What follows belongs to an exercise in optimizing a design on an open flow for small area and a short achievable clock period; a production flow would make more cautious choices. In this exercise RTL edits were held to simulation tests only and were not proved equivalent to the original. Power and IR drop assume default switching activity.

## build 4
==> flow/design.v (excerpt) <==
module systolic_array_with_skew
#(
  parameter IFMAP_WIDTH = 16,
  parameter WEIGHT_WIDTH = 16,
  parameter OFMAP_WIDTH = 32,
  parameter ARRAY_HEIGHT = 4,
  parameter ARRAY_WIDTH = 4
)(
  input clk,
  input rst_n,
  input en,
  input weight_en,
  input [3:0] weight_wen,
  input [63:0] ifmap_in,
  input [63:0] weight_in,
  input [127:0] ofmap_in,
  output [127:0] ofmap_out
);
Size: roughly 19000 cells after synthesis, roughly 2000 flip-flops, roughly 170000 µm² of cells after synthesis.
export LEC_CHECK = 0
export ABC_AREA = 1
export CAP_MARGIN = 20
export CORE_MARGIN = 2
export CORE_UTILIZATION = 65
export SLEW_MARGIN = 20
create_clock -name core_clock -period 10.0 [get_ports {clk}]
standard.sh (not shown) runs the stock make flow with config.mk's settings and CLKGATE_MAP_FILE= SYNTH_SCRIPT=/design/flow/synth_recipe.tcl, a recipe that flattens the netlist after the stock synthesis.
==> flow/flow/run.sh <==
#!/bin/bash
set -euo pipefail
WORK=$(pwd)
SETUP_MARGIN=6.5
# extra ORFS settings: no dummy clock-tree loads, small port buffers
EXTRA="'CTS_ARGS=-sink_clustering_enable -repair_clock_nets -dont_use_dummy_load' BUFFER_PORTS_ARGS='-buffer_cell sky130_fd_sc_hd__buf_2'"
FLOWDIR=$WORK/flow

# synthesis script: synth_recipe.tcl with the adder mapping in front of the
# first synth call
{
  echo 'proc synth {args} {'
  echo '  if {![info exists ::adders_mapped]} {'
  echo '    set ::adders_mapped 1'
  echo "    yosys techmap -map $FLOWDIR/fa_map.v"
  echo '  }'
  echo '  yosys synth -nofsm -noshare {*}$args'
  echo '}'
  tail -n +2 "$WORK/synth_recipe.tcl"
} > "$WORK/own_synth.tcl"
grep -q '^proc synth {args} { yosys synth -nofsm -noshare {\*}\$args }$' "$WORK/synth_recipe.tcl"

sed "s#SYNTH_SCRIPT=[^ ]*#SYNTH_SCRIPT=$WORK/own_synth.tcl SETUP_SLACK_MARGIN=$SETUP_MARGIN $EXTRA#" "$WORK/standard.sh" > "$WORK/own_standard.sh"
grep -q "SYNTH_SCRIPT=$WORK/own_synth.tcl" "$WORK/own_standard.sh"

bash "$WORK/own_standard.sh" "$@" > "$WORK/orfs_make.log" 2>&1
==> flow/flow/fa_map.v <==
// Maps the design's full and half adder modules straight onto the
// library's adder cells, so the compressor trees keep their structure.
(* techmap_celltype = "fa" *)
module _map_fa (input a, input b, input c, output s, output co);
  sky130_fd_sc_hd__fa_1 _TECHMAP_REPLACE_ (.A(a), .B(b), .CIN(c), .SUM(s), .COUT(co));
endmodule

(* techmap_celltype = "ha" *)
module _map_ha (input a, input b, output s, output co);
  sky130_fd_sc_hd__ha_1 _TECHMAP_REPLACE_ (.A(a), .B(b), .SUM(s), .COUT(co));
endmodule
In summary, build 4 completed successfully, with a layout that passed the timing, design-rule and antenna checks.
diff inputs: build 4 => build 33
# build 4
export LEC_CHECK = 0
export ABC_AREA = 1
export CAP_MARGIN = 20
export CORE_MARGIN = 2
export CORE_UTILIZATION = 65
export SLEW_MARGIN = 20
create_clock -name core_clock -period 10.0 [get_ports {clk}]
# build 33
export LEC_CHECK = 0
export ABC_AREA = 1
export CAP_MARGIN = 20
export CORE_MARGIN = 2
export CORE_UTILIZATION = 70
export PLACE_DENSITY = 0.78
export SLEW_MARGIN = 20
create_clock -name core_clock -period 10.0 [get_ports {clk}]
-- flow/flow/run.sh --
<<< build 4, line 4
SETUP_MARGIN=6.5
# extra ORFS settings: no dummy clock-tree loads, small port buffers
EXTRA="'CTS_ARGS=-sink_clustering_enable -repair_clock_nets -dont_use_dummy_load' BUFFER_PORTS_ARGS='-buffer_cell sky130_fd_sc_hd__buf_2'"
>>> build 33, line 4
SETUP_MARGIN=6.4
# extra ORFS settings: no dummy clock-tree loads, clkbuf_8 clock buffers,
# small port buffers
EXTRA="'CTS_ARGS=-sink_clustering_enable -repair_clock_nets -dont_use_dummy_load -buf_list sky130_fd_sc_hd__clkbuf_8' BUFFER_PORTS_ARGS='-buffer_cell sky130_fd_sc_hd__buf_2'"
==> comparison <==
Core area: build 33 < build 4
Max worst endpoint data arrival time across build 4 and build 33: build 33
Compared with build 4, routed wire length in build 33 decreased by a few percent.
Min register fraction of the total cell area across build 4 and build 33: build 4
Total number of placement rows, build 4 and build 33: lower on build 33
The setup slack of build 33 is smaller than that of build 4.
Lower non-clock buffer count among build 4 and build 33: build 33
Measured against each other, build 4 and build 33 differ in critical path depth, the lower figure coming from build 33.
Inputs modified between build 33 and build 24:
# build 33
export LEC_CHECK = 0
export ABC_AREA = 1
export CAP_MARGIN = 20
export CORE_MARGIN = 2
export CORE_UTILIZATION = 70
export PLACE_DENSITY = 0.78
export SLEW_MARGIN = 20
create_clock -name core_clock -period 10.0 [get_ports {clk}]
# build 24
export LEC_CHECK = 0
export ABC_AREA = 1
export CAP_MARGIN = 20
export CORE_MARGIN = 2
export CORE_UTILIZATION = 65
export SLEW_MARGIN = 20
create_clock -name core_clock -period 10.0 [get_ports {clk}]
-- flow/flow/run.sh --
<<< build 33, line 4
SETUP_MARGIN=6.4
# extra ORFS settings: no dummy clock-tree loads, clkbuf_8 clock buffers,
# small port buffers
EXTRA="'CTS_ARGS=-sink_clustering_enable -repair_clock_nets -dont_use_dummy_load -buf_list sky130_fd_sc_hd__clkbuf_8' BUFFER_PORTS_ARGS='-buffer_cell sky130_fd_sc_hd__buf_2'"
>>> build 24, line 4
SETUP_MARGIN=6.3
# extra ORFS settings: no dummy clock-tree loads, small port buffers
EXTRA="'CTS_ARGS=-sink_clustering_enable -repair_clock_nets -dont_use_dummy_load' BUFFER_PORTS_ARGS='-buffer_cell sky130_fd_sc_hd__buf_2'"
[summary]
| final hold slack | build 24 vs build 33 | better |. Per the final summary, build 24 finished and its layout is clean on timing, DRC and antenna. Build 33 and build 24 ended up with roughly the same instance area after placement. Against build 33, build 24 reports a sequential share of power that is lower. Build 24 vs. build 33: count of endpoints failing hold in the final timing report now sits at about the same level; time the worst path needs with I/O delays and setup now sits lower; routed wire length now sits higher; maximum number of pins on one net before global-route repair now sits higher. Run comparison: build 24 most common cell after layout, fill and taps aside sky130_fd_sc_hd__xor2_1; build 33 most common cell after layout, fill and taps aside sky130_fd_sc_hd__nor2_1. Global-route track usage on met1: higher on build 33. Total global routing track utilization: build 24 lower than build 33.

separate check: timing with driven ports:
The flow's constraints put no driver on any port. The routed layouts listed below were extracted and timed again, unchanged, in two steps. Step 1: set_driving_cell puts a clkbuf_16 on clk and a buf_2 on each other input, an assumption about the parent block. Step 2 times the ports against the registers' clock, not the clock port: input delays grow and output delays shrink by t, the midpoint of the rising clock arrivals with the driver on. Three values: ideal ports, drivers, drivers and shift; two values: the first two.
run	t (ns)	setup WS [ns]	clock arrival spread, ns
build 4	1.006	6.363 / 6.363 / 5.460	0.101 / 0.101
build 33	1.165	6.162 / 6.162 / 5.382	0.133 / 0.133
build 24	1.014	6.270 / 6.290 / 5.321	0.091 / 0.091
After both steps every run listed still meets setup and hold. For build 24, which loses most, drivers alone change the setup slack by +0.020 ns; drivers and shift together by -0.949 ns.
